Source: an optimization exercise on an open RTL-to-GDS flow (aim: small area and a short achievable clock period). Production flows keep margins and buffers that such runs may drop.
Power is estimated from default activity; no workload was simulated.

// adc_to_vga
module adc_to_vga(clock, reset, ADC_CS_N, ADC_DIN, ADC_SCLK, ADC_DOUT, vga_R, vga_G,
vga_B, vga_clk, vga_blank, vga_sync, vga_h_sync, vga_v_sync);
	output [7:0] vga_R, vga_G, vga_B;
	output wire vga_clk, vga_blank, vga_sync, vga_h_sync, vga_v_sync;
	input clock, reset;
	output wire ADC_CS_N;
	output wire ADC_DIN;
	output wire ADC_SCLK;
	input ADC_DOUT;
	wire [11:0] serial_parallel_data;
	wire pre_last;
	wire [2:0] amp_t;
	wire [3:0] amp_u;
	wire [11:0] signal_offset;
	wire sel;
	wire [11:0] cv_x;
	wire [2:0] cv_t;
	wire [3:0] cv_u;
	wire [2:0] f_th;
	wire [3:0] f_h, f_t, f_u;
ADC system_1(.clock(clock), .reset(reset), .ADC_CS_N(ADC_CS_N), .ADC_DIN(ADC_DIN), .ADC_SCLK(ADC_SCLK), .ADC_DOUT(ADC_DOUT),
	.serial_parallel_data(serial_parallel_data), .pre_last(pre_last));
magnitude system_2(.voltage(serial_parallel_data), .clk(clock), .reset(reset), .pre_last(pre_last), .sel(sel), .cv_x(cv_x), .cv_t(cv_t), .cv_u(cv_u),
  ...
export LEC_CHECK = 0
export ABC_AREA = 1
export CAP_MARGIN = 20
export CORE_MARGIN = 2
export CORE_UTILIZATION = 40
export SLEW_MARGIN = 20
create_clock -name core_clock -period 110.0 [get_ports {clock}]
standard.sh (not shown) runs the stock make flow with config.mk's settings and CLKGATE_MAP_FILE= SYNTH_SCRIPT=/design/flow/synth_recipe.tcl, a recipe that flattens the netlist after the stock synthesis.
==> flow/flow/run.sh <==
#!/bin/bash
# Standard layout; the only change is the cell used for the port buffers
# (a plain buf_8 instead of the one the resizer picks), so that the output
# and input paths are not slowed by a delay cell.
set -o pipefail
export BUFFER_PORTS_ARGS="-buffer_cell sky130_fd_sc_hd__buf_8"
bash standard.sh > standard.log 2>&1
The first run went through all stages and came out clean.
==> next run, changes <==
==> flow/run.sh (new file) <==
#!/bin/bash
# synth_recipe.tcl (not shown) runs the flow's synth.tcl, then flattens the netlist and writes it again
# the make line also repeats each setting of config.mk as NAME=value (left out here)
make -C /OpenROAD-flow-scripts/flow DESIGN_CONFIG=/design/flow/config.mk WORK_HOME=/design/flow/orfs CLKGATE_MAP_FILE= SYNTH_SCRIPT=/design/flow/synth_recipe.tcl finish
removed: flow/flow/run.sh
removed: flow/standard.sh
=> Hold slack gets worse by 0.021 ns; first-iteration DRC count falls by 7.4%; design area falls by about 1.8%; wire length is about the same; total power falls by 3.8%; fmax falls by about 0.9%; global-route usage hardly moves; sequential power is about the same; setup slack gets worse by 0.20 ns; via count stays flat; count of clock-buffer cells in the layout falls by 1.
==> next run, changes <==
==> flow/flow/run.sh (new file) <==
#!/bin/bash
# Standard layout; the only change is the cell used for the port buffers
# (a plain buf_2 instead of the one the resizer picks), so that the output
# and input paths are not slowed by a delay cell.
set -o pipefail
export BUFFER_PORTS_ARGS="-buffer_cell sky130_fd_sc_hd__buf_2"
bash standard.sh > standard.log 2>&1
==> flow/standard.sh (new file) <==
#!/bin/bash
# synth_recipe.tcl (not shown) runs the flow's synth.tcl, then flattens the netlist and writes it again
# the make line also repeats each setting of config.mk as NAME=value (left out here)
make -C /OpenROAD-flow-scripts/flow DESIGN_CONFIG=/design/flow/config.mk WORK_HOME=/design/flow/orfs CLKGATE_MAP_FILE= SYNTH_SCRIPT=/design/flow/synth_recipe.tcl "${@:-finish}"
--- a/flow/config.mk
+++ b/flow/config.mk
@@ -11,0 +12 @@
+export CTS_BUF_LIST = sky130_fd_sc_hd__clkbuf_4
removed: flow/run.sh
Sequential share of layout area grows by 0.28 points.
Die area is unchanged.
Clock-buffer cell count grows by 52.
Total power shrinks by 2.1%.
No run of this note included a check of the RTL's function; only the layout flow was run.

* * *

adc_to_vga again, from the RTL that the note above started with.
export LEC_CHECK = 0
export ABC_AREA = 1
export CAP_MARGIN = 50
export CORE_MARGIN = 2
export CORE_UTILIZATION = 40
export SLEW_MARGIN = 70
create_clock -name core_clock -period 110.0 [get_ports {clock}]
run.sh (not shown) runs the stock make flow with config.mk's settings and CLKGATE_MAP_FILE= SYNTH_SCRIPT=/design/flow/synth_recipe.tcl, a recipe that flattens the netlist after the stock synthesis.
Stock flow here: none of the scripts above is used.
The first run ran to the end with no violations.
Edit:
==> flow/flow/run.sh (new file) <==
#!/bin/bash
# Standard layout; the only change is the cell used for the port buffers
# (a plain buf_4 instead of the one the resizer picks), so that the output
# and input paths are not slowed by a delay cell.
set -o pipefail
export BUFFER_PORTS_ARGS="-buffer_cell sky130_fd_sc_hd__buf_4"
bash standard.sh > standard.log 2>&1
==> flow/standard.sh (new file) <==
#!/bin/bash
# synth_recipe.tcl (not shown) runs the flow's synth.tcl, then flattens the netlist and writes it again
# the make line also repeats each setting of config.mk as NAME=value (left out here)
make -C /OpenROAD-flow-scripts/flow DESIGN_CONFIG=/design/flow/config.mk WORK_HOME=/design/flow/orfs CLKGATE_MAP_FILE= SYNTH_SCRIPT=/design/flow/synth_recipe.tcl "${@:-finish}"
CAP_MARGIN = 20   (was 50)
SLEW_MARGIN = 20   (was 70)
removed: flow/run.sh
Result:
- design area shrinks by 0.95%
- worst setup slack improves by 0.043 ns
- area after synthesis is unchanged
- final cell count is about the same
- clock power climbs by about 1%
Function was not checked in any run of this note: the RTL went through the layout flow alone.

[static timing again, ports no longer ideal]
The flow's constraints put no driver on any port. The routed layouts listed below were extracted and timed again, unchanged, in two steps.
Step 1: set_driving_cell puts a clkbuf_16 on clock and a buf_2 on each other input, an assumption about the parent block.
Step 2 also shifts input and output timing later by t, the mid clock arrival at the registers, as if the neighbouring blocks saw the same clock.
a / b / c = ideal ports / drivers / drivers and shift; a / b = the first two.
run | t (ns) | setup slack, ns | clock arrival spread, ns | pins driven straight from the clock port
the first run of note 1 | 0.567 | 86.526 / 86.478 / 86.145 | 0.009 / 0.009 | 1
the second run of note 1 | 0.560 | 86.323 / 86.274 / 85.992 | 0.011 / 0.011 | 1
the third run of note 1 | 0.717 | 85.677 / 85.695 / 84.978 | 0.063 / 0.064 | 1
the first run of note 2 | 0.562 | 86.361 / 86.311 / 86.749 | 0.009 / 0.010 | 1
the second run of note 2 | 0.559 | 86.404 / 86.431 / 85.872 | 0.014 / 0.014 | 1
After both steps setup and hold are still met in every run listed. For the third run of note 1, which loses most, drivers alone change the setup slack by +0.018 ns; drivers and shift together by -0.699 ns.
